This design comes from an exercise in tuning for small area, a short achievable clock period and few clock cycles on the open sky130 flow, not from production work. Function was checked by simulation only, so behaviour that the tests miss may differ from the original. No activity file was given, so power comes from the tool's default toggle rates.

==> run P: inputs <==
// proc
module proc ( 
   imem_addr, dmem_addr, dmem_wdata, dmem_wr, halt,
   clk, rst, imem_data, dmem_rdata
   );
Settings: LEC_CHECK=0, CAP_MARGIN=20, CORE_MARGIN=2, CORE_UTILIZATION=70, CTS_CLUSTER_DIAMETER=100, CTS_CLUSTER_SIZE=25, SLEW_MARGIN=20; clock period 12.0 ns.
standard.sh (not shown) runs the stock make flow with config.mk's settings and CLKGATE_MAP_FILE= SYNTH_SCRIPT=/design/flow/synth_recipe.tcl, a recipe that flattens the netlist after the stock synthesis.
==> flow/flow/run.sh <==
#!/bin/bash
# Own layout flow: the standard layout (standard.sh, unchanged synthesis,
# floorplan, power grid and routing), with two settings changed:
#  - the port buffers are the cell named in flow/iobuf.txt (the standard flow
#    picks clkdlybuf4s50_1);
set -euo pipefail
SETUP_MARGIN=$(cat flow/margin.txt)
IOBUF=$(cat flow/iobuf.txt)
bash standard.sh "BUFFER_PORTS_ARGS=-buffer_cell $IOBUF" \
     "SETUP_SLACK_MARGIN=$SETUP_MARGIN" finish > flow_make.log 2>&1
==> flow/flow/iobuf.txt <==
sky130_fd_sc_hd__buf_2
==> flow/flow/margin.txt <==
8.0
==> inputs of run F, as changes to run P <==
==> flow/flow/run.sh (replaced) <==
#!/bin/bash
# Own layout flow: the standard layout (standard.sh, unchanged synthesis,
# floorplan, power grid and routing), with two settings changed:
#  - the port buffers are buf_2 cells (the standard flow picks clkdlybuf4s50_1);
#  - timing repair aims for SETUP_MARGIN ns of setup slack at the design's
#    clock period (the constraints themselves are unchanged).
# The make output goes to flow_make.log; each ORFS step logs under orfs/logs.
set -euo pipefail
SETUP_MARGIN=$(cat flow/margin.txt)
bash standard.sh "BUFFER_PORTS_ARGS=-buffer_cell sky130_fd_sc_hd__buf_2" \
     "SETUP_SLACK_MARGIN=$SETUP_MARGIN" finish > flow_make.log 2>&1
==> flow/flow/margin.txt (replaced) <==
8.5
CORE_UTILIZATION = 40   (was 70)
CTS_BUF_LIST = sky130_fd_sc_hd__clkbuf_4 sky130_fd_sc_hd__clkbuf_8   (was not set)
CTS_CLUSTER_DIAMETER = not set   (was 100)
CTS_CLUSTER_SIZE = not set   (was 25)
removed: flow/flow/iobuf.txt
==> inputs of run D, as changes to run P <==
--- a/flow/design.v
+++ b/flow/design.v
@@ -50,16 +50,17 @@
    wire eq = (a == b);
    wire setbit = (set_op == 2'b00) ? eq :
                  (set_op == 2'b01) ? (b_ge_a & ~eq) :
                  (set_op == 2'b10) ? b_ge_a :
                                      cout;
    wire [3:0] s = b[3:0];
    wire       right = sh_op[1];
-   wire [3:0] amt = right ? (4'd0 - s) : s;
-   wire [15:0] r0 = amt[0] ? {a[14:0], a[15]}     : a;
+   wire [15:0] a1 = right ? {a[14:0], a[15]} : a;
+   wire [3:0] amt = s ^ {4{right}};
+   wire [15:0] r0 = amt[0] ? {a1[14:0], a1[15]}   : a1;
    wire [15:0] r1 = amt[1] ? {r0[13:0], r0[15:14]} : r0;
    wire [15:0] r2 = amt[2] ? {r1[11:0], r1[15:12]} : r1;
    wire [15:0] r3 = amt[3] ? {r2[7:0], r2[15:8]}   : r2;
    reg [15:0] keep_l;    
    integer i;
    always @(*)
       for (i = 0; i < 16; i = i + 1) keep_l[i] = (i >= s);
@@ -121,57 +122,58 @@
    wire f_wr_rt = f_alui | f_shi;
    wire f_wr_rs = f_lbi | f_slbi | f_stu;
    wire f_wr_rd = f_btr | f_shr | f_alur | f_set;
    wire [2:0] f_dst = f_wr_rt ? imem_data[7:5] : f_wr_rs ? imem_data[10:8] :
                       f_wr_rd ? imem_data[4:2] : 3'd7;
    wire f_sx5 = (f_alui & ~op[1]) | (op[4:2] == 3'b100);    
    wire f_ihi = f_sx5 & imem_data[4];
-   wire f_ctl = f_jmp | f_jrx | f_br | f_lbi;    
+   wire f_ctl = f_jmp | f_jrx | f_br;    
    wire f_apc = f_jmp | f_br;            
    wire [2:0] f_rs = imem_data[10:8];
    wire [2:0] f_rb = f_br ? imem_data[10:8] : imem_data[7:5];
    wire f_fw = ev & d_we & ~d_ld;
    wire f_fa = f_fw & (d_dst == f_rs);
    wire f_fb = f_fw & (d_dst == f_rb);
-   reg        d_use_imm, d_inv_a, d_add, d_xor, d_andn, d_sh, d_set, d_btr,
+   reg        d_use_imm, d_inv_a, d_add, d_xor, d_andn, d_sh, d_set, d_btr, d_lbi,
               d_slbi, d_link, d_we, d_ld, d_st, d_halt, d_br, d_jmp, d_jrx, d_apc;
    reg [1:0]  d_sh_op;
    reg [2:0]  d_dst;
    reg [2:0]  d_rb;       
    reg [7:0]  d_sa, d_sb;   
    reg        d_fa, d_fb;   
    reg [2:0]  d_imm75;    
    reg [2:0]  d_imm108;   
    reg        d_imms;     
    always @(posedge clk) begin
       ir        <= imem_data;
-      d_use_imm <= ~(op[4] & op[3]) | f_lbi;
+      d_use_imm <= ~(op[4] & op[3]);
       d_inv_a   <= (f_alu & (f_aop == 2'b01)) | (f_set & (op[1] ^ op[0]));
-      d_add     <= (f_alu & ~f_aop[1]) | (op[4:2] == 3'b100 & ~(op[1] & ~op[0])) | f_lbi;
+      d_add     <= (f_alu & ~f_aop[1]) | (op[4:2] == 3'b100 & ~(op[1] & ~op[0]));
       d_xor     <= f_alu & (f_aop == 2'b10);
       d_andn    <= f_alu & (f_aop == 2'b11);
       d_sh      <= f_shi | f_shr;
       d_sh_op   <= f_shi ? op[1:0] : fn;
       d_set     <= f_set;
       d_btr     <= f_btr;
+      d_lbi     <= f_lbi;
       d_slbi    <= f_slbi;
       d_link    <= f_link;
       d_we      <= f_wr_rt | f_wr_rs | f_wr_rd | f_link | f_ld;
       d_dst     <= f_ld ? imem_data[7:5] : f_dst;
       d_ld      <= f_ld;
       d_st      <= f_st;
       d_halt    <= f_halt;
       d_br      <= f_br;
       d_jmp     <= f_jmp;
       d_jrx     <= f_jrx;
       d_apc     <= f_apc;
       d_rb      <= f_rb;
-      d_sa      <= (8'd1 << f_rs) & {8{~f_fa & ~f_apc & ~f_lbi}};
+      d_sa      <= (8'd1 << f_rs) & {8{~f_fa & ~f_apc}};
       d_sb      <= (8'd1 << f_rb) & {8{~f_fb}};
-      d_fa      <= f_fa & ~f_apc & ~f_lbi;
+      d_fa      <= f_fa & ~f_apc;
       d_fb      <= f_fb;
       d_imm75   <= f_ctl ? imem_data[7:5] : {3{f_ihi}};
       d_imm108  <= f_jmp ? imem_data[10:8] : f_ctl ? {3{imem_data[7]}} : {3{f_ihi}};
       d_imms    <= f_jmp ? imem_data[10] : f_ctl ? imem_data[7] : f_ihi;
    end
    wire [2:0] rt = ir[7:5];
    wire [15:0] rfa, rfb;
@@ -191,14 +193,15 @@
    wire [15:0] btr;
    genvar g;
    generate for (g = 0; g < 16; g = g + 1) begin : bt
       assign btr[g] = ra_d[15 - g];
    end endgenerate
    wire [15:0] e_res = alu_res |
                        ({16{d_btr}}  & btr) |
+                       ({16{d_lbi}}  & {{8{ir[7]}}, ir[7:0]}) |
                        ({16{d_slbi}} & {ra_d[7:0], ir[7:0]}) |
                        ({16{d_link}} & pc);
    wire zero = (rb_d == 16'd0);
    wire cond = (ir[12:11] == 2'b00) ? zero :
                (ir[12:11] == 2'b01) ? ~zero :
                (ir[12:11] == 2'b10) ? rb_d[15] : ~rb_d[15];
    wire taken = ev & (d_jmp | d_jrx | (d_br & cond));
==> flow/flow/run.sh (replaced) <==
#!/bin/bash
# Own layout flow: the standard layout (standard.sh, unchanged synthesis,
# floorplan, power grid and routing), with two settings changed:
#  - the port buffers are buf_2 cells (the standard flow picks clkdlybuf4s50_1);
#  - timing repair aims for SETUP_MARGIN ns of setup slack at the design's
#    clock period (the constraints themselves are unchanged).
# The make output goes to flow_make.log; each ORFS step logs under orfs/logs.
set -euo pipefail
SETUP_MARGIN=$(cat flow/margin.txt)
bash standard.sh "BUFFER_PORTS_ARGS=-buffer_cell sky130_fd_sc_hd__buf_2" \
     "SETUP_SLACK_MARGIN=$SETUP_MARGIN" finish > flow_make.log 2>&1
CORE_UTILIZATION = 40   (was 70)
CTS_CLUSTER_DIAMETER = not set   (was 100)
CTS_CLUSTER_SIZE = not set   (was 25)
removed: flow/flow/iobuf.txt
==> summary of the runs <==
Final area: run P < run D < run F.
Power: run P < run D < run F.
Run D finished clean. Run F passed the timing, DRC and antenna checks. Run P went through all stages and came out clean.
The lowest maximum frequency belongs to run P, the highest to run F.
Of run P and run D, run D has the higher synthesized area (gap about 1.2%, measured against run D).
Of run D and run F, run F has the higher synthesized cell count (gap about 1.1%, measured against run F).
Between run F and run D, the lower die area is in run F (gap 1.2%, measured against run D).
The lowest via count belongs to run D, the highest to run F.
==> figures <==
item	run D	run F	run P
Total routed wire length on the met1 layer	19400 um	19800 um	15100 um
Complex-gate fraction of the synthesized area	19.9%	20.6%	20.6%
Hpwl dp	32300 um	32700 um	29900 um
Number of flip-flops and latches in the synthesized netlist	242	241	241
Layout buffering overhead excluding clock cells	4.56%	9.99%	3.59%
Area Growth Syn to Fin	13.3%	28.0%	7.81%
Clock insertion delay at the later pin of the skew report	0.53 ns	0.55 ns	0.51 ns
Share of layout cells above drive strength 1	19.3%	33.6%	15.4%
Run status	timing/DRC/antenna clean	timing/DRC/antenna clean	timing/DRC/antenna clean
Final GP Congestion	0.974	0.918	1.05
Multi-Input Combinational	836	842	842
Sequential cell area	0.00613 mm^2	0.00626 mm^2	0.00615 mm^2
Crit. End Element	flip-flop	primary output	flip-flop
Met1 global-route usage	37.6%	39.7%	58.8%
GRT Resource Usage Total	26.9%	28.7%	43.8%
Simple logic cell fraction of the synthesized area	11.7%	11.8%	11.8%
Testbench counts of run P, summed over its fixed seeds: cycles 68,275.
Testbench counts of run F, summed over its fixed seeds: cycles 68,275.
Testbench counts of run D, summed over its fixed seeds: cycles 68,275.

-- static timing again, ports no longer ideal --
The results above use ideal ports. As a check the final layouts listed here were re-extracted and re-timed, cells and wires unchanged.
Step 1: set_driving_cell puts a clkbuf_16 on clk and a buf_2 on each other input, an assumption about the parent block.
Step 2 also shifts input and output timing later by t, the mid clock arrival at the registers, as if the neighbouring blocks saw the same clock.
a / b / c = ideal / step 1 / step 2; a / b = the first two.
run	t (ns)	setup slack, ns	clock arrival spread, ns	pins driven straight from the clock port
run P	0.547	8.057 / 8.045 / 7.533	0.026 / 0.026	1
run F	0.585	8.405 / 8.356 / 7.898	0.025 / 0.025	1
run D	0.574	8.117 / 8.117 / 7.635	0.014 / 0.014	1
After both steps every run listed still meets setup and hold. For run P, which loses most, drivers alone change the setup slack by -0.012 ns; drivers and shift together by -0.524 ns.
